What follows belongs to an exercise in optimizing a design on an open flow for small area and a short achievable clock period; a production flow would make more cautious choices.
For this run, only the layout was checked, not whether the RTL still works.
No activity file was given, so power comes from the tool's default toggle rates.

**design.v**
```verilog
`timescale 1ns / 1ps
module g_inv    (input a, output y);                  assign y = ~a;                             endmodule
module g_buf    (input a, output y);                  assign y = a;                              endmodule
module g_nand2  (input a, b, output y);               assign y = ~(a & b);                       endmodule
module g_nor2   (input a, b, output y);               assign y = ~(a | b);                       endmodule
module g_and2   (input a, b, output y);               assign y = a & b;                          endmodule
module g_or2    (input a, b, output y);               assign y = a | b;                          endmodule
module g_nand2b (input an, b, output y);              assign y = ~(~an & b);                     endmodule
module g_a21oi  (input a1, a2, b1, output y);         assign y = ~((a1 & a2) | b1);              endmodule
module g_o21ai  (input a1, a2, b1, output y);         assign y = ~((a1 | a2) & b1);              endmodule
module g_a21o   (input a1, a2, b1, output y);         assign y = (a1 & a2) | b1;                 endmodule
module g_o21a   (input a1, a2, b1, output y);         assign y = (a1 | a2) & b1;                 endmodule
module g_o22ai  (input a1, a2, b1, b2, output y);     assign y = ~((a1 | a2) & (b1 | b2));       endmodule
module g_xor2   (input a, b, output y);               assign y = a ^ b;                          endmodule
module g_xnor2  (input a, b, output y);               assign y = ~(a ^ b);                       endmodule
module g_mux2i  (input a0, a1, s, output y);          assign y = ~(s ? a1 : a0);                 endmodule
module g_nand3  (input a, b, c, output y);            assign y = ~(a & b & c);                   endmodule
module g_a31oi  (input a1, a2, a3, b1, output y);     assign y = ~((a1 & a2 & a3) | b1);         endmodule
`timescale 1ns / 1ps
module Nbit_ALU(r1, r2, r3, ALUop);
parameter n = 32;
input  [n-1:0] r2, r3;
input  [2:0]   ALUop;
output [n-1:0] r1;
wire x01;
g_xor2 u_x01 (.a(ALUop[0]), .b(ALUop[1]), .y(x01));
wire op1n;
g_inv u_op1n (.a(ALUop[1]), .y(op1n));
wire t0n_d;
g_mux2i u_t0n_d (.a0(ALUop[0]), .a1(ALUop[1]), .s(ALUop[2]), .y(t0n_d));
wire t0n_0;
g_buf u_t0n_0 (.a(t0n_d), .y(t0n_0));
wire t0n_1;
g_buf u_t0n_1 (.a(t0n_d), .y(t0n_1));
wire t1n_d;
g_mux2i u_t1n_d (.a0(x01), .a1(op1n), .s(ALUop[2]), .y(t1n_d));
wire t1n_0;
g_buf u_t1n_0 (.a(t1n_d), .y(t1n_0));
wire t1n_1;
g_buf u_t1n_1 (.a(t1n_d), .y(t1n_1));
wire esn_d;
g_o21a u_esn_d (.a1(ALUop[1]), .a2(ALUop[0]), .b1(ALUop[2]), .y(esn_d));
wire esn_0;
g_buf u_esn_0 (.a(esn_d), .y(esn_0));
wire esn_1;
g_buf u_esn_1 (.a(esn_d), .y(esn_1));
wire ecn_d;
g_nand2b u_ecn_d (.an(ALUop[1]), .b(ALUop[2]), .y(ecn_d));
wire ecn_0;
g_buf u_ecn_0 (.a(ecn_d), .y(ecn_0));
wire ecn_1;
g_buf u_ecn_1 (.a(ecn_d), .y(ecn_1));
wire enn_d;
g_nand2b u_enn_d (.an(ALUop[2]), .b(ALUop[1]), .y(enn_d));
wire enn_0;
g_buf u_enn_0 (.a(enn_d), .y(enn_0));
wire enn_1;
g_buf u_enn_1 (.a(enn_d), .y(enn_1));
wire en_d;
g_inv u_en_d (.a(enn_0), .y(en_d));
wire en_0;
g_buf u_en_0 (.a(en_d), .y(en_0));
wire en_1;
g_buf u_en_1 (.a(en_d), .y(en_1));
wire op01n;
g_nand2 u_op01n (.a(ALUop[0]), .b(ALUop[1]), .y(op01n));
wire sub;
g_nor2 u_sub (.a(ALUop[2]), .b(op01n), .y(sub));
wire op12n;
g_nand2 u_op12n (.a(ALUop[1]), .b(ALUop[2]), .y(op12n));
wire slt;
g_nor2 u_slt (.a(ALUop[0]), .b(op12n), .y(slt));
wire bb0;
g_mux2i u_bb0 (.a0(t0n_0), .a1(t1n_0), .s(r3[0]), .y(bb0));
wire gn0;
g_nand2 u_gn0 (.a(r2[0]), .b(bb0), .y(gn0));
wire tn0;
g_nor2 u_tn0 (.a(r2[0]), .b(bb0), .y(tn0));
wire pn0;
g_nand2b u_pn0 (.an(tn0), .b(gn0), .y(pn0));
wire y0;
g_o22ai u_y0 (.a1(gn0), .a2(ecn_0), .b1(pn0), .b2(esn_0), .y(y0));
wire bb1;
g_mux2i u_bb1 (.a0(t0n_0), .a1(t1n_0), .s(r3[1]), .y(bb1));
wire gn1;
g_nand2 u_gn1 (.a(r2[1]), .b(bb1), .y(gn1));
wire tn1;
g_nor2 u_tn1 (.a(r2[1]), .b(bb1), .y(tn1));
wire pn1;
g_nand2b u_pn1 (.an(tn1), .b(gn1), .y(pn1));
wire y1;
g_o22ai u_y1 (.a1(gn1), .a2(ecn_0), .b1(pn1), .b2(esn_0), .y(y1));
wire bb2;
g_mux2i u_bb2 (.a0(t0n_0), .a1(t1n_0), .s(r3[2]), .y(bb2));
wire gn2;
g_nand2 u_gn2 (.a(r2[2]), .b(bb2), .y(gn2));
wire tn2;
g_nor2 u_tn2 (.a(r2[2]), .b(bb2), .y(tn2));
wire pn2;
g_nand2b u_pn2 (.an(tn2), .b(gn2), .y(pn2));
wire y2;
g_o22ai u_y2 (.a1(gn2), .a2(ecn_0), .b1(pn2), .b2(esn_0), .y(y2));
wire bb3;
g_mux2i u_bb3 (.a0(t0n_0), .a1(t1n_0), .s(r3[3]), .y(bb3));
wire gn3;
g_nand2 u_gn3 (.a(r2[3]), .b(bb3), .y(gn3));
wire tn3;
g_nor2 u_tn3 (.a(r2[3]), .b(bb3), .y(tn3));
wire pn3;
g_nand2b u_pn3 (.an(tn3), .b(gn3), .y(pn3));
wire y3;
g_o22ai u_y3 (.a1(gn3), .a2(ecn_0), .b1(pn3), .b2(esn_0), .y(y3));
wire bb4;
g_mux2i u_bb4 (.a0(t0n_0), .a1(t1n_0), .s(r3[4]), .y(bb4));
wire gn4;
g_nand2 u_gn4 (.a(r2[4]), .b(bb4), .y(gn4));
wire tn4;
g_nor2 u_tn4 (.a(r2[4]), .b(bb4), .y(tn4));
wire pn4;
g_nand2b u_pn4 (.an(tn4), .b(gn4), .y(pn4));
wire y4;
g_o22ai u_y4 (.a1(gn4), .a2(ecn_0), .b1(pn4), .b2(esn_0), .y(y4));
wire bb5;
g_mux2i u_bb5 (.a0(t0n_0), .a1(t1n_0), .s(r3[5]), .y(bb5));
wire gn5;
g_nand2 u_gn5 (.a(r2[5]), .b(bb5), .y(gn5));
wire tn5;
g_nor2 u_tn5 (.a(r2[5]), .b(bb5), .y(tn5));
wire pn5;
g_nand2b u_pn5 (.an(tn5), .b(gn5), .y(pn5));
wire y5;
g_o22ai u_y5 (.a1(gn5), .a2(ecn_0), .b1(pn5), .b2(esn_0), .y(y5));
wire bb6;
g_mux2i u_bb6 (.a0(t0n_0), .a1(t1n_0), .s(r3[6]), .y(bb6));
wire gn6;
g_nand2 u_gn6 (.a(r2[6]), .b(bb6), .y(gn6));
wire tn6;
g_nor2 u_tn6 (.a(r2[6]), .b(bb6), .y(tn6));
wire pn6;
g_nand2b u_pn6 (.an(tn6), .b(gn6), .y(pn6));
wire y6;
g_o22ai u_y6 (.a1(gn6), .a2(ecn_0), .b1(pn6), .b2(esn_0), .y(y6));
wire bb7;
g_mux2i u_bb7 (.a0(t0n_0), .a1(t1n_0), .s(r3[7]), .y(bb7));
wire gn7;
g_nand2 u_gn7 (.a(r2[7]), .b(bb7), .y(gn7));
wire tn7;
g_nor2 u_tn7 (.a(r2[7]), .b(bb7), .y(tn7));
wire pn7;
g_nand2b u_pn7 (.an(tn7), .b(gn7), .y(pn7));
wire y7;
g_o22ai u_y7 (.a1(gn7), .a2(ecn_0), .b1(pn7), .b2(esn_0), .y(y7));
wire bb8;
g_mux2i u_bb8 (.a0(t0n_0), .a1(t1n_0), .s(r3[8]), .y(bb8));
wire gn8;
g_nand2 u_gn8 (.a(r2[8]), .b(bb8), .y(gn8));
wire tn8;
g_nor2 u_tn8 (.a(r2[8]), .b(bb8), .y(tn8));
wire pn8;
g_nand2b u_pn8 (.an(tn8), .b(gn8), .y(pn8));
wire y8;
g_o22ai u_y8 (.a1(gn8), .a2(ecn_0), .b1(pn8), .b2(esn_0), .y(y8));
wire bb9;
g_mux2i u_bb9 (.a0(t0n_0), .a1(t1n_0), .s(r3[9]), .y(bb9));
wire gn9;
g_nand2 u_gn9 (.a(r2[9]), .b(bb9), .y(gn9));
wire tn9;
g_nor2 u_tn9 (.a(r2[9]), .b(bb9), .y(tn9));
wire pn9;
g_nand2b u_pn9 (.an(tn9), .b(gn9), .y(pn9));
wire y9;
g_o22ai u_y9 (.a1(gn9), .a2(ecn_0), .b1(pn9), .b2(esn_0), .y(y9));
wire bb10;
g_mux2i u_bb10 (.a0(t0n_0), .a1(t1n_0), .s(r3[10]), .y(bb10));
wire gn10;
g_nand2 u_gn10 (.a(r2[10]), .b(bb10), .y(gn10));
wire tn10;
g_nor2 u_tn10 (.a(r2[10]), .b(bb10), .y(tn10));
wire pn10;
g_nand2b u_pn10 (.an(tn10), .b(gn10), .y(pn10));
wire y10;
g_o22ai u_y10 (.a1(gn10), .a2(ecn_0), .b1(pn10), .b2(esn_0), .y(y10));
wire bb11;
g_mux2i u_bb11 (.a0(t0n_0), .a1(t1n_0), .s(r3[11]), .y(bb11));
wire gn11;
g_nand2 u_gn11 (.a(r2[11]), .b(bb11), .y(gn11));
wire tn11;
g_nor2 u_tn11 (.a(r2[11]), .b(bb11), .y(tn11));
wire pn11;
g_nand2b u_pn11 (.an(tn11), .b(gn11), .y(pn11));
wire y11;
g_o22ai u_y11 (.a1(gn11), .a2(ecn_0), .b1(pn11), .b2(esn_0), .y(y11));
wire bb12;
g_mux2i u_bb12 (.a0(t0n_0), .a1(t1n_0), .s(r3[12]), .y(bb12));
wire gn12;
g_nand2 u_gn12 (.a(r2[12]), .b(bb12), .y(gn12));
wire tn12;
g_nor2 u_tn12 (.a(r2[12]), .b(bb12), .y(tn12));
wire pn12;
g_nand2b u_pn12 (.an(tn12), .b(gn12), .y(pn12));
wire y12;
g_o22ai u_y12 (.a1(gn12), .a2(ecn_0), .b1(pn12), .b2(esn_0), .y(y12));
wire bb13;
g_mux2i u_bb13 (.a0(t0n_0), .a1(t1n_0), .s(r3[13]), .y(bb13));
wire gn13;
g_nand2 u_gn13 (.a(r2[13]), .b(bb13), .y(gn13));
wire tn13;
g_nor2 u_tn13 (.a(r2[13]), .b(bb13), .y(tn13));
wire pn13;
g_nand2b u_pn13 (.an(tn13), .b(gn13), .y(pn13));
wire y13;
g_o22ai u_y13 (.a1(gn13), .a2(ecn_0), .b1(pn13), .b2(esn_0), .y(y13));
wire bb14;
g_mux2i u_bb14 (.a0(t0n_0), .a1(t1n_0), .s(r3[14]), .y(bb14));
wire gn14;
g_nand2 u_gn14 (.a(r2[14]), .b(bb14), .y(gn14));
wire tn14;
g_nor2 u_tn14 (.a(r2[14]), .b(bb14), .y(tn14));
wire pn14;
g_nand2b u_pn14 (.an(tn14), .b(gn14), .y(pn14));
wire y14;
g_o22ai u_y14 (.a1(gn14), .a2(ecn_0), .b1(pn14), .b2(esn_0), .y(y14));
wire bb15;
g_mux2i u_bb15 (.a0(t0n_0), .a1(t1n_0), .s(r3[15]), .y(bb15));
wire gn15;
g_nand2 u_gn15 (.a(r2[15]), .b(bb15), .y(gn15));
wire tn15;
g_nor2 u_tn15 (.a(r2[15]), .b(bb15), .y(tn15));
wire pn15;
g_nand2b u_pn15 (.an(tn15), .b(gn15), .y(pn15));
wire y15;
g_o22ai u_y15 (.a1(gn15), .a2(ecn_0), .b1(pn15), .b2(esn_0), .y(y15));
wire bb16;
g_mux2i u_bb16 (.a0(t0n_1), .a1(t1n_1), .s(r3[16]), .y(bb16));
wire gn16;
g_nand2 u_gn16 (.a(r2[16]), .b(bb16), .y(gn16));
wire tn16;
g_nor2 u_tn16 (.a(r2[16]), .b(bb16), .y(tn16));
wire pn16;
g_nand2b u_pn16 (.an(tn16), .b(gn16), .y(pn16));
wire y16;
g_o22ai u_y16 (.a1(gn16), .a2(ecn_1), .b1(pn16), .b2(esn_1), .y(y16));
wire bb17;
g_mux2i u_bb17 (.a0(t0n_1), .a1(t1n_1), .s(r3[17]), .y(bb17));
wire gn17;
g_nand2 u_gn17 (.a(r2[17]), .b(bb17), .y(gn17));
wire tn17;
g_nor2 u_tn17 (.a(r2[17]), .b(bb17), .y(tn17));
wire pn17;
g_nand2b u_pn17 (.an(tn17), .b(gn17), .y(pn17));
wire y17;
g_o22ai u_y17 (.a1(gn17), .a2(ecn_1), .b1(pn17), .b2(esn_1), .y(y17));
wire bb18;
g_mux2i u_bb18 (.a0(t0n_1), .a1(t1n_1), .s(r3[18]), .y(bb18));
wire gn18;
g_nand2 u_gn18 (.a(r2[18]), .b(bb18), .y(gn18));
wire tn18;
g_nor2 u_tn18 (.a(r2[18]), .b(bb18), .y(tn18));
wire pn18;
g_nand2b u_pn18 (.an(tn18), .b(gn18), .y(pn18));
wire y18;
g_o22ai u_y18 (.a1(gn18), .a2(ecn_1), .b1(pn18), .b2(esn_1), .y(y18));
wire bb19;
g_mux2i u_bb19 (.a0(t0n_1), .a1(t1n_1), .s(r3[19]), .y(bb19));
wire gn19;
g_nand2 u_gn19 (.a(r2[19]), .b(bb19), .y(gn19));
wire tn19;
g_nor2 u_tn19 (.a(r2[19]), .b(bb19), .y(tn19));
wire pn19;
g_nand2b u_pn19 (.an(tn19), .b(gn19), .y(pn19));
wire y19;
g_o22ai u_y19 (.a1(gn19), .a2(ecn_1), .b1(pn19), .b2(esn_1), .y(y19));
wire bb20;
g_mux2i u_bb20 (.a0(t0n_1), .a1(t1n_1), .s(r3[20]), .y(bb20));
wire gn20;
g_nand2 u_gn20 (.a(r2[20]), .b(bb20), .y(gn20));
wire tn20;
g_nor2 u_tn20 (.a(r2[20]), .b(bb20), .y(tn20));
wire pn20;
g_nand2b u_pn20 (.an(tn20), .b(gn20), .y(pn20));
wire y20;
g_o22ai u_y20 (.a1(gn20), .a2(ecn_1), .b1(pn20), .b2(esn_1), .y(y20));
wire bb21;
g_mux2i u_bb21 (.a0(t0n_1), .a1(t1n_1), .s(r3[21]), .y(bb21));
wire gn21;
g_nand2 u_gn21 (.a(r2[21]), .b(bb21), .y(gn21));
wire tn21;
g_nor2 u_tn21 (.a(r2[21]), .b(bb21), .y(tn21));
wire pn21;
g_nand2b u_pn21 (.an(tn21), .b(gn21), .y(pn21));
wire y21;
g_o22ai u_y21 (.a1(gn21), .a2(ecn_1), .b1(pn21), .b2(esn_1), .y(y21));
wire bb22;
g_mux2i u_bb22 (.a0(t0n_1), .a1(t1n_1), .s(r3[22]), .y(bb22));
wire gn22;
g_nand2 u_gn22 (.a(r2[22]), .b(bb22), .y(gn22));
wire tn22;
g_nor2 u_tn22 (.a(r2[22]), .b(bb22), .y(tn22));
wire pn22;
g_nand2b u_pn22 (.an(tn22), .b(gn22), .y(pn22));
wire y22;
g_o22ai u_y22 (.a1(gn22), .a2(ecn_1), .b1(pn22), .b2(esn_1), .y(y22));
wire bb23;
g_mux2i u_bb23 (.a0(t0n_1), .a1(t1n_1), .s(r3[23]), .y(bb23));
wire gn23;
g_nand2 u_gn23 (.a(r2[23]), .b(bb23), .y(gn23));
wire tn23;
g_nor2 u_tn23 (.a(r2[23]), .b(bb23), .y(tn23));
wire pn23;
g_nand2b u_pn23 (.an(tn23), .b(gn23), .y(pn23));
wire y23;
g_o22ai u_y23 (.a1(gn23), .a2(ecn_1), .b1(pn23), .b2(esn_1), .y(y23));
wire bb24;
g_mux2i u_bb24 (.a0(t0n_1), .a1(t1n_1), .s(r3[24]), .y(bb24));
wire gn24;
g_nand2 u_gn24 (.a(r2[24]), .b(bb24), .y(gn24));
wire tn24;
g_nor2 u_tn24 (.a(r2[24]), .b(bb24), .y(tn24));
wire pn24;
g_nand2b u_pn24 (.an(tn24), .b(gn24), .y(pn24));
wire y24;
g_o22ai u_y24 (.a1(gn24), .a2(ecn_1), .b1(pn24), .b2(esn_1), .y(y24));
wire bb25;
g_mux2i u_bb25 (.a0(t0n_1), .a1(t1n_1), .s(r3[25]), .y(bb25));
wire gn25;
g_nand2 u_gn25 (.a(r2[25]), .b(bb25), .y(gn25));
wire tn25;
g_nor2 u_tn25 (.a(r2[25]), .b(bb25), .y(tn25));
wire pn25;
g_nand2b u_pn25 (.an(tn25), .b(gn25), .y(pn25));
wire y25;
g_o22ai u_y25 (.a1(gn25), .a2(ecn_1), .b1(pn25), .b2(esn_1), .y(y25));
wire bb26;
g_mux2i u_bb26 (.a0(t0n_1), .a1(t1n_1), .s(r3[26]), .y(bb26));
wire gn26;
g_nand2 u_gn26 (.a(r2[26]), .b(bb26), .y(gn26));
wire tn26;
g_nor2 u_tn26 (.a(r2[26]), .b(bb26), .y(tn26));
wire pn26;
g_nand2b u_pn26 (.an(tn26), .b(gn26), .y(pn26));
wire y26;
g_o22ai u_y26 (.a1(gn26), .a2(ecn_1), .b1(pn26), .b2(esn_1), .y(y26));
wire bb27;
g_mux2i u_bb27 (.a0(t0n_1), .a1(t1n_1), .s(r3[27]), .y(bb27));
wire gn27;
g_nand2 u_gn27 (.a(r2[27]), .b(bb27), .y(gn27));
wire tn27;
g_nor2 u_tn27 (.a(r2[27]), .b(bb27), .y(tn27));
wire pn27;
g_nand2b u_pn27 (.an(tn27), .b(gn27), .y(pn27));
wire y27;
g_o22ai u_y27 (.a1(gn27), .a2(ecn_1), .b1(pn27), .b2(esn_1), .y(y27));
wire bb28;
g_mux2i u_bb28 (.a0(t0n_1), .a1(t1n_1), .s(r3[28]), .y(bb28));
wire gn28;
g_nand2 u_gn28 (.a(r2[28]), .b(bb28), .y(gn28));
wire tn28;
g_nor2 u_tn28 (.a(r2[28]), .b(bb28), .y(tn28));
wire pn28;
g_nand2b u_pn28 (.an(tn28), .b(gn28), .y(pn28));
wire y28;
g_o22ai u_y28 (.a1(gn28), .a2(ecn_1), .b1(pn28), .b2(esn_1), .y(y28));
wire bb29;
g_mux2i u_bb29 (.a0(t0n_1), .a1(t1n_1), .s(r3[29]), .y(bb29));
wire gn29;
g_nand2 u_gn29 (.a(r2[29]), .b(bb29), .y(gn29));
wire tn29;
g_nor2 u_tn29 (.a(r2[29]), .b(bb29), .y(tn29));
wire pn29;
g_nand2b u_pn29 (.an(tn29), .b(gn29), .y(pn29));
wire y29;
g_o22ai u_y29 (.a1(gn29), .a2(ecn_1), .b1(pn29), .b2(esn_1), .y(y29));
wire bb30;
g_mux2i u_bb30 (.a0(t0n_1), .a1(t1n_1), .s(r3[30]), .y(bb30));
wire gn30;
g_nand2 u_gn30 (.a(r2[30]), .b(bb30), .y(gn30));
wire tn30;
g_nor2 u_tn30 (.a(r2[30]), .b(bb30), .y(tn30));
wire pn30;
g_nand2b u_pn30 (.an(tn30), .b(gn30), .y(pn30));
wire y30;
g_o22ai u_y30 (.a1(gn30), .a2(ecn_1), .b1(pn30), .b2(esn_1), .y(y30));
wire bb31;
g_mux2i u_bb31 (.a0(t0n_1), .a1(t1n_1), .s(r3[31]), .y(bb31));
wire gn31;
g_nand2 u_gn31 (.a(r2[31]), .b(bb31), .y(gn31));
wire tn31;
g_nor2 u_tn31 (.a(r2[31]), .b(bb31), .y(tn31));
wire pn31;
g_nand2b u_pn31 (.an(tn31), .b(gn31), .y(pn31));
wire y31;
g_o22ai u_y31 (.a1(gn31), .a2(ecn_1), .b1(pn31), .b2(esn_1), .y(y31));
wire G0n;
g_o21a u_G0n (.a1(tn0), .a2(t0n_0), .b1(gn0), .y(G0n));
wire G1_1;
g_o21ai u_G1_1 (.a1(tn1), .a2(G0n), .b1(gn1), .y(G1_1));
wire G1_3;
g_o21ai u_G1_3 (.a1(tn3), .a2(gn2), .b1(gn3), .y(G1_3));
wire T1_3;
g_nor2 u_T1_3 (.a(tn3), .b(tn2), .y(T1_3));
wire G1_5;
g_o21ai u_G1_5 (.a1(tn5), .a2(gn4), .b1(gn5), .y(G1_5));
wire T1_5;
g_nor2 u_T1_5 (.a(tn5), .b(tn4), .y(T1_5));
wire G1_7;
g_o21ai u_G1_7 (.a1(tn7), .a2(gn6), .b1(gn7), .y(G1_7));
wire T1_7;
g_nor2 u_T1_7 (.a(tn7), .b(tn6), .y(T1_7));
wire G1_9;
g_o21ai u_G1_9 (.a1(tn9), .a2(gn8), .b1(gn9), .y(G1_9));
wire T1_9;
g_nor2 u_T1_9 (.a(tn9), .b(tn8), .y(T1_9));
wire G1_11;
g_o21ai u_G1_11 (.a1(tn11), .a2(gn10), .b1(gn11), .y(G1_11));
wire T1_11;
g_nor2 u_T1_11 (.a(tn11), .b(tn10), .y(T1_11));
wire G1_13;
g_o21ai u_G1_13 (.a1(tn13), .a2(gn12), .b1(gn13), .y(G1_13));
wire T1_13;
g_nor2 u_T1_13 (.a(tn13), .b(tn12), .y(T1_13));
wire G1_15;
g_o21ai u_G1_15 (.a1(tn15), .a2(gn14), .b1(gn15), .y(G1_15));
wire T1_15;
g_nor2 u_T1_15 (.a(tn15), .b(tn14), .y(T1_15));
wire G1_17;
g_o21ai u_G1_17 (.a1(tn17), .a2(gn16), .b1(gn17), .y(G1_17));
wire T1_17;
g_nor2 u_T1_17 (.a(tn17), .b(tn16), .y(T1_17));
wire G1_19;
g_o21ai u_G1_19 (.a1(tn19), .a2(gn18), .b1(gn19), .y(G1_19));
wire T1_19;
g_nor2 u_T1_19 (.a(tn19), .b(tn18), .y(T1_19));
wire G1_21;
g_o21ai u_G1_21 (.a1(tn21), .a2(gn20), .b1(gn21), .y(G1_21));
wire T1_21;
g_nor2 u_T1_21 (.a(tn21), .b(tn20), .y(T1_21));
wire G1_23;
g_o21ai u_G1_23 (.a1(tn23), .a2(gn22), .b1(gn23), .y(G1_23));
wire T1_23;
g_nor2 u_T1_23 (.a(tn23), .b(tn22), .y(T1_23));
wire G1_25;
g_o21ai u_G1_25 (.a1(tn25), .a2(gn24), .b1(gn25), .y(G1_25));
wire T1_25;
g_nor2 u_T1_25 (.a(tn25), .b(tn24), .y(T1_25));
wire G1_27;
g_o21ai u_G1_27 (.a1(tn27), .a2(gn26), .b1(gn27), .y(G1_27));
wire T1_27;
g_nor2 u_T1_27 (.a(tn27), .b(tn26), .y(T1_27));
wire G1_29;
g_o21ai u_G1_29 (.a1(tn29), .a2(gn28), .b1(gn29), .y(G1_29));
wire T1_29;
g_nor2 u_T1_29 (.a(tn29), .b(tn28), .y(T1_29));
wire G2_3;
g_a21o u_G2_3 (.a1(T1_3), .a2(G1_1), .b1(G1_3), .y(G2_3));
wire G2_5;
g_a21oi u_G2_5 (.a1(T1_5), .a2(G1_3), .b1(G1_5), .y(G2_5));
wire T2_5;
g_nand2 u_T2_5 (.a(T1_5), .b(T1_3), .y(T2_5));
wire G2_7;
g_a21oi u_G2_7 (.a1(T1_7), .a2(G1_5), .b1(G1_7), .y(G2_7));
wire T2_7;
g_nand2 u_T2_7 (.a(T1_7), .b(T1_5), .y(T2_7));
wire G2_9;
g_a21oi u_G2_9 (.a1(T1_9), .a2(G1_7), .b1(G1_9), .y(G2_9));
wire T2_9;
g_nand2 u_T2_9 (.a(T1_9), .b(T1_7), .y(T2_9));
wire G2_11;
g_a21oi u_G2_11 (.a1(T1_11), .a2(G1_9), .b1(G1_11), .y(G2_11));
wire T2_11;
g_nand2 u_T2_11 (.a(T1_11), .b(T1_9), .y(T2_11));
wire G2_13;
g_a21oi u_G2_13 (.a1(T1_13), .a2(G1_11), .b1(G1_13), .y(G2_13));
wire T2_13;
g_nand2 u_T2_13 (.a(T1_13), .b(T1_11), .y(T2_13));
wire G2_15;
g_a21oi u_G2_15 (.a1(T1_15), .a2(G1_13), .b1(G1_15), .y(G2_15));
wire T2_15;
g_nand2 u_T2_15 (.a(T1_15), .b(T1_13), .y(T2_15));
wire G2_17;
g_a21oi u_G2_17 (.a1(T1_17), .a2(G1_15), .b1(G1_17), .y(G2_17));
wire T2_17;
g_nand2 u_T2_17 (.a(T1_17), .b(T1_15), .y(T2_17));
wire G2_19;
g_a21oi u_G2_19 (.a1(T1_19), .a2(G1_17), .b1(G1_19), .y(G2_19));
wire T2_19;
g_nand2 u_T2_19 (.a(T1_19), .b(T1_17), .y(T2_19));
wire G2_21;
g_a21oi u_G2_21 (.a1(T1_21), .a2(G1_19), .b1(G1_21), .y(G2_21));
wire T2_21;
g_nand2 u_T2_21 (.a(T1_21), .b(T1_19), .y(T2_21));
wire G2_23;
g_a21oi u_G2_23 (.a1(T1_23), .a2(G1_21), .b1(G1_23), .y(G2_23));
wire T2_23;
g_nand2 u_T2_23 (.a(T1_23), .b(T1_21), .y(T2_23));
wire G2_25;
g_a21oi u_G2_25 (.a1(T1_25), .a2(G1_23), .b1(G1_25), .y(G2_25));
wire T2_25;
g_nand2 u_T2_25 (.a(T1_25), .b(T1_23), .y(T2_25));
wire G2_27;
g_a21oi u_G2_27 (.a1(T1_27), .a2(G1_25), .b1(G1_27), .y(G2_27));
wire T2_27;
g_nand2 u_T2_27 (.a(T1_27), .b(T1_25), .y(T2_27));
wire G2_29;
g_a21oi u_G2_29 (.a1(T1_29), .a2(G1_27), .b1(G1_29), .y(G2_29));
wire T2_29;
g_nand2 u_T2_29 (.a(T1_29), .b(T1_27), .y(T2_29));
wire n_G1_1;
g_inv u_n_G1_1 (.a(G1_1), .y(n_G1_1));
wire G3_5;
g_o21ai u_G3_5 (.a1(T2_5), .a2(n_G1_1), .b1(G2_5), .y(G3_5));
wire n_G2_3;
g_inv u_n_G2_3 (.a(G2_3), .y(n_G2_3));
wire G3_7;
g_o21ai u_G3_7 (.a1(T2_7), .a2(n_G2_3), .b1(G2_7), .y(G3_7));
wire G3_9;
g_o21ai u_G3_9 (.a1(T2_9), .a2(G2_5), .b1(G2_9), .y(G3_9));
wire T3_9;
g_nor2 u_T3_9 (.a(T2_9), .b(T2_5), .y(T3_9));
wire G3_11;
g_o21ai u_G3_11 (.a1(T2_11), .a2(G2_7), .b1(G2_11), .y(G3_11));
wire T3_11;
g_nor2 u_T3_11 (.a(T2_11), .b(T2_7), .y(T3_11));
wire G3_13;
g_o21ai u_G3_13 (.a1(T2_13), .a2(G2_9), .b1(G2_13), .y(G3_13));
wire T3_13;
g_nor2 u_T3_13 (.a(T2_13), .b(T2_9), .y(T3_13));
wire G3_15;
g_o21ai u_G3_15 (.a1(T2_15), .a2(G2_11), .b1(G2_15), .y(G3_15));
wire T3_15;
g_nor2 u_T3_15 (.a(T2_15), .b(T2_11), .y(T3_15));
wire G3_17;
g_o21ai u_G3_17 (.a1(T2_17), .a2(G2_13), .b1(G2_17), .y(G3_17));
wire T3_17;
g_nor2 u_T3_17 (.a(T2_17), .b(T2_13), .y(T3_17));
wire G3_19;
g_o21ai u_G3_19 (.a1(T2_19), .a2(G2_15), .b1(G2_19), .y(G3_19));
wire T3_19;
g_nor2 u_T3_19 (.a(T2_19), .b(T2_15), .y(T3_19));
wire G3_21;
g_o21ai u_G3_21 (.a1(T2_21), .a2(G2_17), .b1(G2_21), .y(G3_21));
wire T3_21;
g_nor2 u_T3_21 (.a(T2_21), .b(T2_17), .y(T3_21));
wire G3_23;
g_o21ai u_G3_23 (.a1(T2_23), .a2(G2_19), .b1(G2_23), .y(G3_23));
wire T3_23;
g_nor2 u_T3_23 (.a(T2_23), .b(T2_19), .y(T3_23));
wire G3_25;
g_o21ai u_G3_25 (.a1(T2_25), .a2(G2_21), .b1(G2_25), .y(G3_25));
wire T3_25;
g_nor2 u_T3_25 (.a(T2_25), .b(T2_21), .y(T3_25));
wire G3_27;
g_o21ai u_G3_27 (.a1(T2_27), .a2(G2_23), .b1(G2_27), .y(G3_27));
wire T3_27;
g_nor2 u_T3_27 (.a(T2_27), .b(T2_23), .y(T3_27));
wire G3_29;
g_o21ai u_G3_29 (.a1(T2_29), .a2(G2_25), .b1(G2_29), .y(G3_29));
wire T3_29;
g_nor2 u_T3_29 (.a(T2_29), .b(T2_25), .y(T3_29));
wire G4_9;
g_a21o u_G4_9 (.a1(T3_9), .a2(G1_1), .b1(G3_9), .y(G4_9));
wire G4_11;
g_a21o u_G4_11 (.a1(T3_11), .a2(G2_3), .b1(G3_11), .y(G4_11));
wire G4_13;
g_a21o u_G4_13 (.a1(T3_13), .a2(G3_5), .b1(G3_13), .y(G4_13));
wire G4_15;
g_a21o u_G4_15 (.a1(T3_15), .a2(G3_7), .b1(G3_15), .y(G4_15));
wire G4_17;
g_a21oi u_G4_17 (.a1(T3_17), .a2(G3_9), .b1(G3_17), .y(G4_17));
wire T4_17;
g_nand2 u_T4_17 (.a(T3_17), .b(T3_9), .y(T4_17));
wire G4_19;
g_a21oi u_G4_19 (.a1(T3_19), .a2(G3_11), .b1(G3_19), .y(G4_19));
wire T4_19;
g_nand2 u_T4_19 (.a(T3_19), .b(T3_11), .y(T4_19));
wire G4_21;
g_a21oi u_G4_21 (.a1(T3_21), .a2(G3_13), .b1(G3_21), .y(G4_21));
wire T4_21;
g_nand2 u_T4_21 (.a(T3_21), .b(T3_13), .y(T4_21));
wire G4_23;
g_a21oi u_G4_23 (.a1(T3_23), .a2(G3_15), .b1(G3_23), .y(G4_23));
wire T4_23;
g_nand2 u_T4_23 (.a(T3_23), .b(T3_15), .y(T4_23));
wire G4_25;
g_a21oi u_G4_25 (.a1(T3_25), .a2(G3_17), .b1(G3_25), .y(G4_25));
wire T4_25;
g_nand2 u_T4_25 (.a(T3_25), .b(T3_17), .y(T4_25));
wire G4_27;
g_a21oi u_G4_27 (.a1(T3_27), .a2(G3_19), .b1(G3_27), .y(G4_27));
wire T4_27;
g_nand2 u_T4_27 (.a(T3_27), .b(T3_19), .y(T4_27));
wire G4_29;
g_a21oi u_G4_29 (.a1(T3_29), .a2(G3_21), .b1(G3_29), .y(G4_29));
wire T4_29;
g_nand2 u_T4_29 (.a(T3_29), .b(T3_21), .y(T4_29));
wire G5_17;
g_o21ai u_G5_17 (.a1(T4_17), .a2(n_G1_1), .b1(G4_17), .y(G5_17));
wire G5_19;
g_o21ai u_G5_19 (.a1(T4_19), .a2(n_G2_3), .b1(G4_19), .y(G5_19));
wire n_G3_5;
g_inv u_n_G3_5 (.a(G3_5), .y(n_G3_5));
wire G5_21;
g_o21ai u_G5_21 (.a1(T4_21), .a2(n_G3_5), .b1(G4_21), .y(G5_21));
wire n_G3_7;
g_inv u_n_G3_7 (.a(G3_7), .y(n_G3_7));
wire G5_23;
g_o21ai u_G5_23 (.a1(T4_23), .a2(n_G3_7), .b1(G4_23), .y(G5_23));
wire n_G4_9;
g_inv u_n_G4_9 (.a(G4_9), .y(n_G4_9));
wire G5_25;
g_o21ai u_G5_25 (.a1(T4_25), .a2(n_G4_9), .b1(G4_25), .y(G5_25));
wire n_G4_11;
g_inv u_n_G4_11 (.a(G4_11), .y(n_G4_11));
wire G5_27;
g_o21ai u_G5_27 (.a1(T4_27), .a2(n_G4_11), .b1(G4_27), .y(G5_27));
wire n_G4_13;
g_inv u_n_G4_13 (.a(G4_13), .y(n_G4_13));
wire G5_29;
g_o21ai u_G5_29 (.a1(T4_29), .a2(n_G4_13), .b1(G4_29), .y(G5_29));
wire G6_2;
g_o21ai u_G6_2 (.a1(tn2), .a2(n_G1_1), .b1(gn2), .y(G6_2));
wire G6_4;
g_o21ai u_G6_4 (.a1(tn4), .a2(n_G2_3), .b1(gn4), .y(G6_4));
wire G6_6;
g_o21ai u_G6_6 (.a1(tn6), .a2(n_G3_5), .b1(gn6), .y(G6_6));
wire G6_8;
g_o21ai u_G6_8 (.a1(tn8), .a2(n_G3_7), .b1(gn8), .y(G6_8));
wire G6_10;
g_o21ai u_G6_10 (.a1(tn10), .a2(n_G4_9), .b1(gn10), .y(G6_10));
wire G6_12;
g_o21ai u_G6_12 (.a1(tn12), .a2(n_G4_11), .b1(gn12), .y(G6_12));
wire G6_14;
g_o21ai u_G6_14 (.a1(tn14), .a2(n_G4_13), .b1(gn14), .y(G6_14));
wire n_G4_15;
g_inv u_n_G4_15 (.a(G4_15), .y(n_G4_15));
wire G6_16;
g_o21ai u_G6_16 (.a1(tn16), .a2(n_G4_15), .b1(gn16), .y(G6_16));
wire n_G5_17;
g_inv u_n_G5_17 (.a(G5_17), .y(n_G5_17));
wire G6_18;
g_o21ai u_G6_18 (.a1(tn18), .a2(n_G5_17), .b1(gn18), .y(G6_18));
wire n_G5_19;
g_inv u_n_G5_19 (.a(G5_19), .y(n_G5_19));
wire G6_20;
g_o21ai u_G6_20 (.a1(tn20), .a2(n_G5_19), .b1(gn20), .y(G6_20));
wire n_G5_21;
g_inv u_n_G5_21 (.a(G5_21), .y(n_G5_21));
wire G6_22;
g_o21ai u_G6_22 (.a1(tn22), .a2(n_G5_21), .b1(gn22), .y(G6_22));
wire n_G5_23;
g_inv u_n_G5_23 (.a(G5_23), .y(n_G5_23));
wire G6_24;
g_o21ai u_G6_24 (.a1(tn24), .a2(n_G5_23), .b1(gn24), .y(G6_24));
wire n_G5_25;
g_inv u_n_G5_25 (.a(G5_25), .y(n_G5_25));
wire G6_26;
g_o21ai u_G6_26 (.a1(tn26), .a2(n_G5_25), .b1(gn26), .y(G6_26));
wire n_G5_27;
g_inv u_n_G5_27 (.a(G5_27), .y(n_G5_27));
wire G6_28;
g_o21ai u_G6_28 (.a1(tn28), .a2(n_G5_27), .b1(gn28), .y(G6_28));
wire n_G5_29;
g_inv u_n_G5_29 (.a(G5_29), .y(n_G5_29));
wire G6_30;
g_o21ai u_G6_30 (.a1(tn30), .a2(n_G5_29), .b1(gn30), .y(G6_30));
wire k1;
g_nor2 u_k1 (.a(G0n), .b(enn_0), .y(k1));
g_xor2 u_r1 (.a(y1), .b(k1), .y(r1[1]));
wire kn2;
g_nand2 u_kn2 (.a(G1_1), .b(en_0), .y(kn2));
g_xnor2 u_r2 (.a(y2), .b(kn2), .y(r1[2]));
wire kn3;
g_nand2 u_kn3 (.a(G6_2), .b(en_0), .y(kn3));
g_xnor2 u_r3 (.a(y3), .b(kn3), .y(r1[3]));
wire kn4;
g_nand2 u_kn4 (.a(G2_3), .b(en_0), .y(kn4));
g_xnor2 u_r4 (.a(y4), .b(kn4), .y(r1[4]));
wire kn5;
g_nand2 u_kn5 (.a(G6_4), .b(en_0), .y(kn5));
g_xnor2 u_r5 (.a(y5), .b(kn5), .y(r1[5]));
wire kn6;
g_nand2 u_kn6 (.a(G3_5), .b(en_0), .y(kn6));
g_xnor2 u_r6 (.a(y6), .b(kn6), .y(r1[6]));
wire kn7;
g_nand2 u_kn7 (.a(G6_6), .b(en_0), .y(kn7));
g_xnor2 u_r7 (.a(y7), .b(kn7), .y(r1[7]));
wire kn8;
g_nand2 u_kn8 (.a(G3_7), .b(en_0), .y(kn8));
g_xnor2 u_r8 (.a(y8), .b(kn8), .y(r1[8]));
wire kn9;
g_nand2 u_kn9 (.a(G6_8), .b(en_0), .y(kn9));
g_xnor2 u_r9 (.a(y9), .b(kn9), .y(r1[9]));
wire kn10;
g_nand2 u_kn10 (.a(G4_9), .b(en_0), .y(kn10));
g_xnor2 u_r10 (.a(y10), .b(kn10), .y(r1[10]));
wire kn11;
g_nand2 u_kn11 (.a(G6_10), .b(en_0), .y(kn11));
g_xnor2 u_r11 (.a(y11), .b(kn11), .y(r1[11]));
wire kn12;
g_nand2 u_kn12 (.a(G4_11), .b(en_0), .y(kn12));
g_xnor2 u_r12 (.a(y12), .b(kn12), .y(r1[12]));
wire kn13;
g_nand2 u_kn13 (.a(G6_12), .b(en_0), .y(kn13));
g_xnor2 u_r13 (.a(y13), .b(kn13), .y(r1[13]));
wire kn14;
g_nand2 u_kn14 (.a(G4_13), .b(en_0), .y(kn14));
g_xnor2 u_r14 (.a(y14), .b(kn14), .y(r1[14]));
wire kn15;
g_nand2 u_kn15 (.a(G6_14), .b(en_0), .y(kn15));
g_xnor2 u_r15 (.a(y15), .b(kn15), .y(r1[15]));
wire kn16;
g_nand2 u_kn16 (.a(G4_15), .b(en_1), .y(kn16));
g_xnor2 u_r16 (.a(y16), .b(kn16), .y(r1[16]));
wire kn17;
g_nand2 u_kn17 (.a(G6_16), .b(en_1), .y(kn17));
g_xnor2 u_r17 (.a(y17), .b(kn17), .y(r1[17]));
wire kn18;
g_nand2 u_kn18 (.a(G5_17), .b(en_1), .y(kn18));
g_xnor2 u_r18 (.a(y18), .b(kn18), .y(r1[18]));
wire kn19;
g_nand2 u_kn19 (.a(G6_18), .b(en_1), .y(kn19));
g_xnor2 u_r19 (.a(y19), .b(kn19), .y(r1[19]));
wire kn20;
g_nand2 u_kn20 (.a(G5_19), .b(en_1), .y(kn20));
g_xnor2 u_r20 (.a(y20), .b(kn20), .y(r1[20]));
wire kn21;
g_nand2 u_kn21 (.a(G6_20), .b(en_1), .y(kn21));
g_xnor2 u_r21 (.a(y21), .b(kn21), .y(r1[21]));
wire kn22;
g_nand2 u_kn22 (.a(G5_21), .b(en_1), .y(kn22));
g_xnor2 u_r22 (.a(y22), .b(kn22), .y(r1[22]));
wire kn23;
g_nand2 u_kn23 (.a(G6_22), .b(en_1), .y(kn23));
g_xnor2 u_r23 (.a(y23), .b(kn23), .y(r1[23]));
wire kn24;
g_nand2 u_kn24 (.a(G5_23), .b(en_1), .y(kn24));
g_xnor2 u_r24 (.a(y24), .b(kn24), .y(r1[24]));
wire kn25;
g_nand2 u_kn25 (.a(G6_24), .b(en_1), .y(kn25));
g_xnor2 u_r25 (.a(y25), .b(kn25), .y(r1[25]));
wire kn26;
g_nand2 u_kn26 (.a(G5_25), .b(en_1), .y(kn26));
g_xnor2 u_r26 (.a(y26), .b(kn26), .y(r1[26]));
wire kn27;
g_nand2 u_kn27 (.a(G6_26), .b(en_1), .y(kn27));
g_xnor2 u_r27 (.a(y27), .b(kn27), .y(r1[27]));
wire kn28;
g_nand2 u_kn28 (.a(G5_27), .b(en_1), .y(kn28));
g_xnor2 u_r28 (.a(y28), .b(kn28), .y(r1[28]));
wire kn29;
g_nand2 u_kn29 (.a(G6_28), .b(en_1), .y(kn29));
g_xnor2 u_r29 (.a(y29), .b(kn29), .y(r1[29]));
wire kn30;
g_nand2 u_kn30 (.a(G5_29), .b(en_1), .y(kn30));
g_xnor2 u_r30 (.a(y30), .b(kn30), .y(r1[30]));
wire kn31;
g_nand2 u_kn31 (.a(G6_30), .b(en_1), .y(kn31));
g_xnor2 u_r31 (.a(y31), .b(kn31), .y(r1[31]));
wire x31n;
g_xor2 u_x31n (.a(pn31), .b(G6_30), .y(x31n));
wire z0n;
g_xnor2 u_z0n (.a(y0), .b(sub), .y(z0n));
g_mux2i u_r0 (.a0(z0n), .a1(x31n), .s(slt), .y(r1[0]));
endmodule
`timescale 1ns / 1ps
module dff(q, d, clk);
input		d, clk;       
output reg	q;            
always @(posedge clk)
q<=d;
endmodule
`timescale 1ns / 1ps
module Nbit_Register(outo, ino, clk);
parameter n = 32;
input [n-1:0] ino;
output [n-1:0] outo;
input clk;
genvar i;
generate
for (i = 0; i < n; i = i + 1) begin: registerblk
dff Dflipflop(.q(outo[i]) , .d(ino[i]), .clk(clk) );
end
endgenerate
endmodule
`timescale 1ns / 1ps
module Nbit_ALU_Register (r2, r3, ALUop, r0, clk);
parameter n = 32;
input[n-1:0] r2, r3;
input[2:0] ALUop;
input clk;
output [n-1:0] r0;
wire[n-1:0] r1;
Nbit_ALU #(n) alu1 (.r1(r1), .r2(r2), .r3(r3), .ALUop(ALUop) );
Nbit_Register #(n) reg1 (.outo(r0), .ino(r1), .clk(clk) );
endmodule
```
**constraint.sdc**
```tcl
create_clock -name core_clock -period 15.5 [get_ports {clk}]
set_input_delay 3.1000 -clock core_clock [delete_from_list [all_inputs] [get_ports {clk}]]
set_output_delay 3.1000 -clock core_clock [all_outputs]
set_load 0.01 [all_outputs]
```
**config.mk**
```make
export PLATFORM = sky130hd
export DESIGN_NAME = Nbit_ALU_Register
export DESIGN_NICKNAME = Nbit_ALU_Register
export VERILOG_FILES = /design/flow/design.v
export SDC_FILE = /design/flow/constraint.sdc
export NUM_CORES = 4
export LEC_CHECK = 0
export CAP_MARGIN = 20
export CORE_MARGIN = 2
export CORE_UTILIZATION = 40
export SLEW_MARGIN = 20
export SYNTH_HIERARCHICAL = 1
export SYNTH_MINIMUM_KEEP_SIZE = 0
```
**standard.sh**
```bash
#!/bin/bash
# synth_recipe.tcl (not shown) runs the flow's synth.tcl, then flattens the netlist and writes it again
# the make line also repeats each setting of config.mk as NAME=value (left out here)
make -C /OpenROAD-flow-scripts/flow DESIGN_CONFIG=/design/flow/config.mk WORK_HOME=/design/flow/orfs CLKGATE_MAP_FILE= SYNTH_SCRIPT=/design/flow/synth_recipe.tcl "${@:-finish}"
```
**flow/run.sh**
```bash
#!/bin/bash
# Standard ORFS layout; the only change is the cell used to buffer the ports
# (a plain buf_1 instead of the delay buffer buffer_ports picks by default).
set -euo pipefail
export BUFFER_PORTS_ARGS="-buffer_cell sky130_fd_sc_hd__buf_1"
bash standard.sh > standard.log 2>&1
```
==> insert_results.sql <==
INSERT INTO impl_metrics (metric_group, metric, value, unit) VALUES
('timing', 'fmax', '0.171', 'GHz'),
('global_route', 'via_count_of_the_first_global_routing_pass', '2875', ''),
('clock_tree', 'clock_slew_at_reported_path_ffs', '0.07', 'ns'),
('die', 'die_height', '88.7', 'µm'),
('routing', 'via_count', '3071', ''),
('routing', 'wl_per_cell', '12.8', 'µm'),
('critical_path', 'critical_path_cell_sequence', 'buf_1 -> xor2_1 -> mux2i_2 -> buf_4 -> mux2i_1 -> nor2_1 -> o21a_1 -> o21ai_1 -> inv_1 -> o21ai_1 -> a21o_1 -> inv_1 -> o21ai_1 -> inv_1 -> o21ai_1 -> nand2_1 -> xnor2_1', ''),
('synthesis', 'synth.distinct_cells', '14', ''),
('timing', 'worstMarginPinSlew', '0.939', 'ns'),
('critical_path', 'worstPathArrival', '6.03', 'ns'),
('cells_and_area', 'n_antenna_cell', '0', ''),
('synthesis', 'synthesis.yosys.warnings', '7', ''),
('power_and_ir_drop', 'static_leakage_power', '1.42', 'nW'),
('synthesis', 'yosysSeqAreaShare', '22.3', '%'),
('cells_and_area', 'commonest_non_fill_non_tap_cell_in_the_layout', 'sky130_fd_sc_hd__buf_1', ''),
('timing', 'final.period_utilization', '37.7', '%'),
('synthesis', 'syn_nets', '484', ''),
('clock_tree', 'cts_root_buf', 'sky130_fd_sc_hd__clkbuf_8', ''),
('clock_tree', 'cts-htree-levels', '2', ''),
('cells_and_area', 'largest_register', 'reg1.registerblk.Dflipflop.q', ''),
('cells_and_area', 'largestRegisters', 'reg1.registerblk.Dflipflop.q: 32 flops', ''),
('critical_path', 'criticalPathCategory', 'in -> reg', ''),
('die', 'die_w', '88.7', 'µm'),
('global_route', 'grt_max_degree', '34', ''),
('die', 'core', '6870', 'µm²'),
('routing', 'met3WireLength', '389', 'µm'),
('synthesis', 'mappedNetlistArea', '2870', 'µm²'),
('cells_and_area', 'synthToLayoutAreaGrowth', '19.1', '%'),
('power_and_ir_drop', 'power-per-cell-area', '96.2', 'nW/µm²'),
('place', 'place_ws', '9.33', 'ns'),
('critical_path', 'startpoint_type', 'input pin', ''),
('critical_path', 'cp_common_cell', 'sky130_fd_sc_hd__o21ai_1', ''),
('global_route', 'grt_first_pass_wirelength', '12800', 'µm'),
('global_route', 'globalRoute.totalOverflow', '0', ''),
('clock_tree', 'cts_buffers', '5', ''),
('routing', 'routed_wl', '7860', 'µm'),
('global_route', 'grt.total_usage', '20.3', '%'),
('die', 'die-area', '7860', 'µm²'),
('routing', 'routed_metal_1_wirelength', '3610', 'µm'),
('die', 'core.rowCount', '30', ''),
('routing', 'vias_per_cell', '5.02', ''),
('critical_path', 'crit_required', '15.68', 'ns'),
('power_and_ir_drop', 'max-vdd-ir-drop', '0.0357', 'mV'),
('run_status', 'run_status', 'timing/DRC/antenna clean', ''),
('global_route', 'initial_antenna_violation_count', '0', ''),
('timing', 'rsz0062_at_grt', 'no', ''),
('place', 'place_congestion', '0.851', ''),
('place', 'detailed_placement_wirelength_estimate', '6010', 'µm'),
('routing', 'highest_routed_layer', 'met4', ''),
('critical_path', 'critical_path.slowest_cell', 'sky130_fd_sc_hd__o21ai_1', ''),
('hold_path', 'worst_hold_path_depth', '3', ''),
('critical_path', 'critPathMaxFanout', '32', ''),
('clock_tree', 'cts_hold_repair.buffers', '0', ''),
('timing', 'final_max_slew_viol_count', '0', ''),
('timing', 'finalHoldViolations', '0', ''),
('timing', 'final.setup.tns', '0', 'ns'),
('clock_tree', 'postCtsSetupRepairBufs', '0', ''),
('die', 'initial_core_util', '41.7', '%'),
('cells_and_area', 'nFillCells', '781', ''),
('flow_run', 'cap_violations', '0', ''),
('timing', 'worst_hold_slack', '3.22', 'ns'),
('cells_and_area', 'multiInputGateArea', '2090', 'µm²'),
('clock_tree', 'cts_tree', 'done', ''),
('routing', 'dr.pass1.iters', '5', ''),
('clock_tree', 'postCtsResizedCells', '0', ''),
('cells_and_area', 'final_cell_mix', 'sky130_fd_sc_hd__buf_1 (99), sky130_fd_sc_hd__nand2_1 (84), sky130_fd_sc_hd__nor2_1 (60)', ''),
('cells_and_area', 'finalNetCount', '583', ''),
('place', 'io_buffers', '99', ''),
('cells_and_area', 'final_core_utilization', '49.7', '%'),
('die', 'io_pins', '100', ''),
('clock_tree', 'cts.path.max_buffers', '2', '');
==> final cells by class <==
cell class	count	area share, %
multi-input cells	356	61.1
repair buffers	103	12.0
well taps	96	3.52
flip-flops and latches	32	18.8
clock buffers	6	2.42
clock inverters	2	0.293
inverters	17	1.87
==> layer usage <==
metal | vias up | track usage [%]
li1 | 1611 | -
met3 | 8 | 3.73
met2 | 77 | 35.0
met4 | 0 | 5.65
met1 | 1375 | 25.9
met5 | - | 0
==> modules after synthesis (local to each module, per instance), a selection <==
module | copies in the design | flip-flops and latches | cell area [µm²]
g_buf | 11 | 0 | 7.51
g_a21oi | 20 | 0 | 8.76
g_o21ai | 50 | 0 | 5.00
g_xor2 | 3 | 0 | 8.76
g_nand2 | 84 | 0 | 3.75
g_nand2b | 34 | 0 | 6.26
g_xnor2 | 31 | 0 | 8.76
==> critical path, delay by kind of cell <==
family,cells,cell delay [ns]
AO/OA/AOI/OAI,6,1.23
XOR/XNOR,2,0.41
buffers and inverters,5,0.76
multiplexers,2,0.32
AND/OR/NAND/NOR,2,0.18
==> synth_stat cells, drive strengths merged <==
master | instances | area, µm²
nand2b | 34 | 213
xor2 | 3 | 26.3
o21a | 2 | 15.0
inv | 17 | 63.8
nor2 | 60 | 225
mux2i | 35 | 350
a21oi | 20 | 175
o21ai | 50 | 250
nand2 | 84 | 315
a21o | 5 | 37.5
buf | 11 | 82.6
xnor2 | 31 | 272
dfxtp | 32 | 641
o22ai | 32 | 200
==> cells by family (layout without fill, tap and decap cells) <==
logic type | count (synthesis) | in the layout | share of synthesized area (%)
mux | 35 | 35 | 12.2
xor+xnor | 34 | 34 | 10.4
simple gates | 178 | 178 | 26.3
buf+inv | 28 | 128 | 5.11
flops | 32 | 32 | 22.3
compound gates | 109 | 109 | 23.7
==> through the flow <==
stage | instance area, µm² | power [W]
floorplan | 2870 | 0.000219
global placement | 3310 | 0.000258
detailed placement | 3320 | 0.000261
CTS | 3410 | 0.000332
global route | 3410 | 0.000356
finish | 3410 | 0.000328
==> path summary, 6_finish.rpt <==
check | endpoint | slack (ns) | from
setup / recovery | reg1.registerblk[31].Dflipflop.q$_DFF_P_ | 9.65 | ALUop[1]
hold / removal | reg1.registerblk[0].Dflipflop.q$_DFF_P_ | 3.22 | ALUop[0]
==> power breakdown <==
group | switching (W) | internal, W | leakage [nW]
registers | 0.00000432 | 0.000101 | 0.270
logic | 0.0000951 | 0.0000590 | 1.10
clock network | 0.0000340 | 0.0000355 | 0.0510

## separate check: timing with driven ports
No port has a modelled driver above. Below, the same layout with a new extraction and two added sets of constraints. Step 1 sets driving cells, clkbuf_16 on the clock port and buf_2 on the other inputs (assumed; they add their load-dependent delay and slew). Step 2, shift: input delay + t, output delay - t, t = (earliest + latest rising clock arrival at the registers) / 2. This alone moves slack from input paths to output paths. a / b / c = ideal / step 1 / step 2; a / b = the first two.
t (ns): 0.319
slack for setup (ns): 9.650 / 9.655 / 9.336
worst hold slack (ns): 3.222 / 3.216 / 3.505
worst setup path after step 2: input to register
clock arrival spread, ns: 0.012 / 0.012
After both steps setup and hold are still met in this run. For this run, drivers alone change the setup slack by +0.005 ns; drivers and shift together by -0.314 ns.
